What follows belongs to an exercise in optimizing a design on an open flow for small area and a short achievable clock period; a production flow would make more cautious choices. Only simulation tests tie the RTL to the original design; equivalence was not proved. Power and IR drop assume default switching activity.

==> inputs of v37 <==
Design piped_wallace_mult, start of the top module:
module piped_wallace_mult(
    input wire clock, reset,
    input wire [15:0] x, y,
    output reg [31:0] prod
);
==> flow/config.mk <==
export PLATFORM = sky130hd
export DESIGN_NAME = piped_wallace_mult
export DESIGN_NICKNAME = piped_wallace_mult
export VERILOG_FILES = /design/flow/design.v
export SDC_FILE = /design/flow/constraint.sdc
export NUM_CORES = 4
export LEC_CHECK = 0
export CAP_MARGIN = 20
export CORE_MARGIN = 2
export CORE_UTILIZATION = 58
export SETUP_SLACK_MARGIN = 0.95
export SLEW_MARGIN = 20
export SYNTH_HIERARCHICAL = 1
export SYNTH_MINIMUM_KEEP_SIZE = 0
export BUFFER_PORTS_ARGS = -buffer_cell sky130_fd_sc_hd__buf_1
==> flow/constraint.sdc <==
create_clock -name core_clock -period 2.8 [get_ports {clock}]
set_input_delay 0.5600 -clock core_clock [delete_from_list [all_inputs] [get_ports {clock}]]
set_output_delay 0.5600 -clock core_clock [all_outputs]
set_load 0.01 [all_outputs]
standard.sh (not shown) runs the stock make flow with config.mk's settings and CLKGATE_MAP_FILE= SYNTH_SCRIPT=/design/flow/synth_recipe.tcl, a recipe that flattens the netlist after the stock synthesis.
==> flow/flow/run.sh <==
#!/bin/bash
# The standard layout (standard.sh, unchanged synthesis), except that the
# port buffers are plain buffers instead of delay cells. Tool output: standard.log
# here and ORFS's own logs under orfs/logs.
set -e
echo 'export BUFFER_PORTS_ARGS = -buffer_cell sky130_fd_sc_hd__buf_1' >> "$FLOW_CONFIG"
bash standard.sh > standard.log 2>&1
==> inputs of v21, as changes to v37 <==
--- a/flow/config.mk
+++ b/flow/config.mk
@@ -5,11 +5,11 @@
 export SDC_FILE = /design/flow/constraint.sdc
 export NUM_CORES = 4
 export LEC_CHECK = 0
-export CAP_MARGIN = 20
+export CAP_MARGIN = 0
 export CORE_MARGIN = 2
-export CORE_UTILIZATION = 58
+export CORE_UTILIZATION = 40
 export SETUP_SLACK_MARGIN = 0.95
-export SLEW_MARGIN = 20
+export SLEW_MARGIN = 0
 export SYNTH_HIERARCHICAL = 1
 export SYNTH_MINIMUM_KEEP_SIZE = 0
 export BUFFER_PORTS_ARGS = -buffer_cell sky130_fd_sc_hd__buf_1
==> inputs of v35, as changes to v37 <==
==> flow/flow/run.sh (replaced) <==
#!/bin/bash
set -e
cp standard.sh standard.sh.orig.txt
cat "$FLOW_CONFIG" > config.orig.txt
echo 'export BUFFER_PORTS_ARGS = -buffer_cell sky130_fd_sc_hd__buf_2' >> "$FLOW_CONFIG"
bash standard.sh > standard.log 2>&1
--- a/flow/config.mk
+++ b/flow/config.mk
@@ -7,9 +7,9 @@
 export LEC_CHECK = 0
 export CAP_MARGIN = 20
 export CORE_MARGIN = 2
-export CORE_UTILIZATION = 58
+export CORE_UTILIZATION = 40
 export SETUP_SLACK_MARGIN = 0.95
 export SLEW_MARGIN = 20
 export SYNTH_HIERARCHICAL = 1
 export SYNTH_MINIMUM_KEEP_SIZE = 0
-export BUFFER_PORTS_ARGS = -buffer_cell sky130_fd_sc_hd__buf_1
+export BUFFER_PORTS_ARGS = -buffer_cell sky130_fd_sc_hd__buf_2
==> inputs of v13, as changes to v37 <==
==> flow/run.sh (new file) <==
#!/bin/bash
# synth_recipe.tcl (not shown) runs the flow's synth.tcl, then flattens the netlist and writes it again
# the make line also repeats each setting of config.mk as NAME=value (left out here)
make -C /OpenROAD-flow-scripts/flow DESIGN_CONFIG=/design/flow/config.mk WORK_HOME=/design/flow/orfs CLKGATE_MAP_FILE= SYNTH_SCRIPT=/design/flow/synth_recipe.tcl finish
--- a/flow/config.mk
+++ b/flow/config.mk
@@ -7,9 +7,8 @@
 export LEC_CHECK = 0
 export CAP_MARGIN = 20
 export CORE_MARGIN = 2
-export CORE_UTILIZATION = 58
+export CORE_UTILIZATION = 40
 export SETUP_SLACK_MARGIN = 0.95
 export SLEW_MARGIN = 20
 export SYNTH_HIERARCHICAL = 1
 export SYNTH_MINIMUM_KEEP_SIZE = 0
-export BUFFER_PORTS_ARGS = -buffer_cell sky130_fd_sc_hd__buf_1
removed: flow/flow/run.sh
removed: flow/standard.sh
==> comparison table <==
| item | v35 | v37 | v21 | v13 |
|---|---|---|---|---|
| Status | finished clean | finished clean | finished clean | finished clean |
| Global-route wire length before repair | 42870 um | 43130 um | 43150 um | 42800 um |
| GR Util met1 | 0.2261 | 0.3379 | 0.2291 | 0.2287 |
| Final critical-path required period | 1810 ps | 1844 ps | 1830 ps | 1858 ps |
| Worst path required time | 3190 ps | 3190 ps | 3230 ps | 3270 ps |
| Hpwl dp | 19670 um | 18820 um | 19580 um | 19520 um |
| Reg-to-Reg Start | r1[4]$_DFF_P_ | r1[34]$_DFF_P_ | r2[20]$_DFF_P_ | r3[16]$_DFF_P_ |
| Global-route track usage on met3 | 0.02363 | 0.03686 | 0.02204 | 0.02284 |
| Clock buffer instance count of the final layout | 39 | 33 | 38 | 34 |
| Tap cells | 402 | 280 | 402 | 402 |
| Capturing instance or port of the critical path | r2[31]$_DFF_P_ | r2[13]$_DFF_P_ | r3[16]$_DFF_P_ | r1[31]$_DFF_P_ |
| Met2 demand-to-capacity share in global routing | 0.2506 | 0.3385 | 0.2500 | 0.2450 |
| Reported sequential group power | 5550 uW | 5590 uW | 5580 uW | 5570 uW |

separate check: timing with driven ports:
How much do the figures lean on ideal ports? The routed layouts below were timed once more, with nothing changed but the port constraints.
Step 1: set_driving_cell puts a clkbuf_16 on clock and a buf_2 on each other input, an assumption about the parent block.
Step 2 adds t to the input delays and takes it off the output delays; t is the mean of the earliest and latest rising clock arrival at the registers after step 1. Input paths then give back, and output paths get back, about the clock's delay inside the block.
a / b / c = ideal ports / drivers / drivers and shift; a / b = the first two.
| run | t, ns | slack for setup (ns) | hold slack, ns | slew at the worst register clock pin (ns) | pins driven straight from the clock port |
|---|---|---|---|---|---|
| v37 | 0.573 | 0.956 / 0.956 / 0.468 | 0.072 / 0.047 / 0.329 | 0.07 / 0.07 | 1 |
| v21 | 0.579 | 0.970 / 0.970 / 0.444 | 0.145 / 0.122 / 0.329 | 0.06 / 0.06 | 1 |
| v35 | 0.556 | 0.990 / 0.990 / 0.582 | 0.141 / 0.111 / 0.330 | 0.06 / 0.06 | 1 |
| v13 | 0.575 | 0.942 / 0.965 / 0.390 | 0.251 / 0.226 / 0.328 | 0.06 / 0.06 | 1 |
After both steps setup and hold are still met in every run listed. The setup slack of v13, which loses most, moves by +0.023 ns with the drivers and by -0.552 ns with both steps.
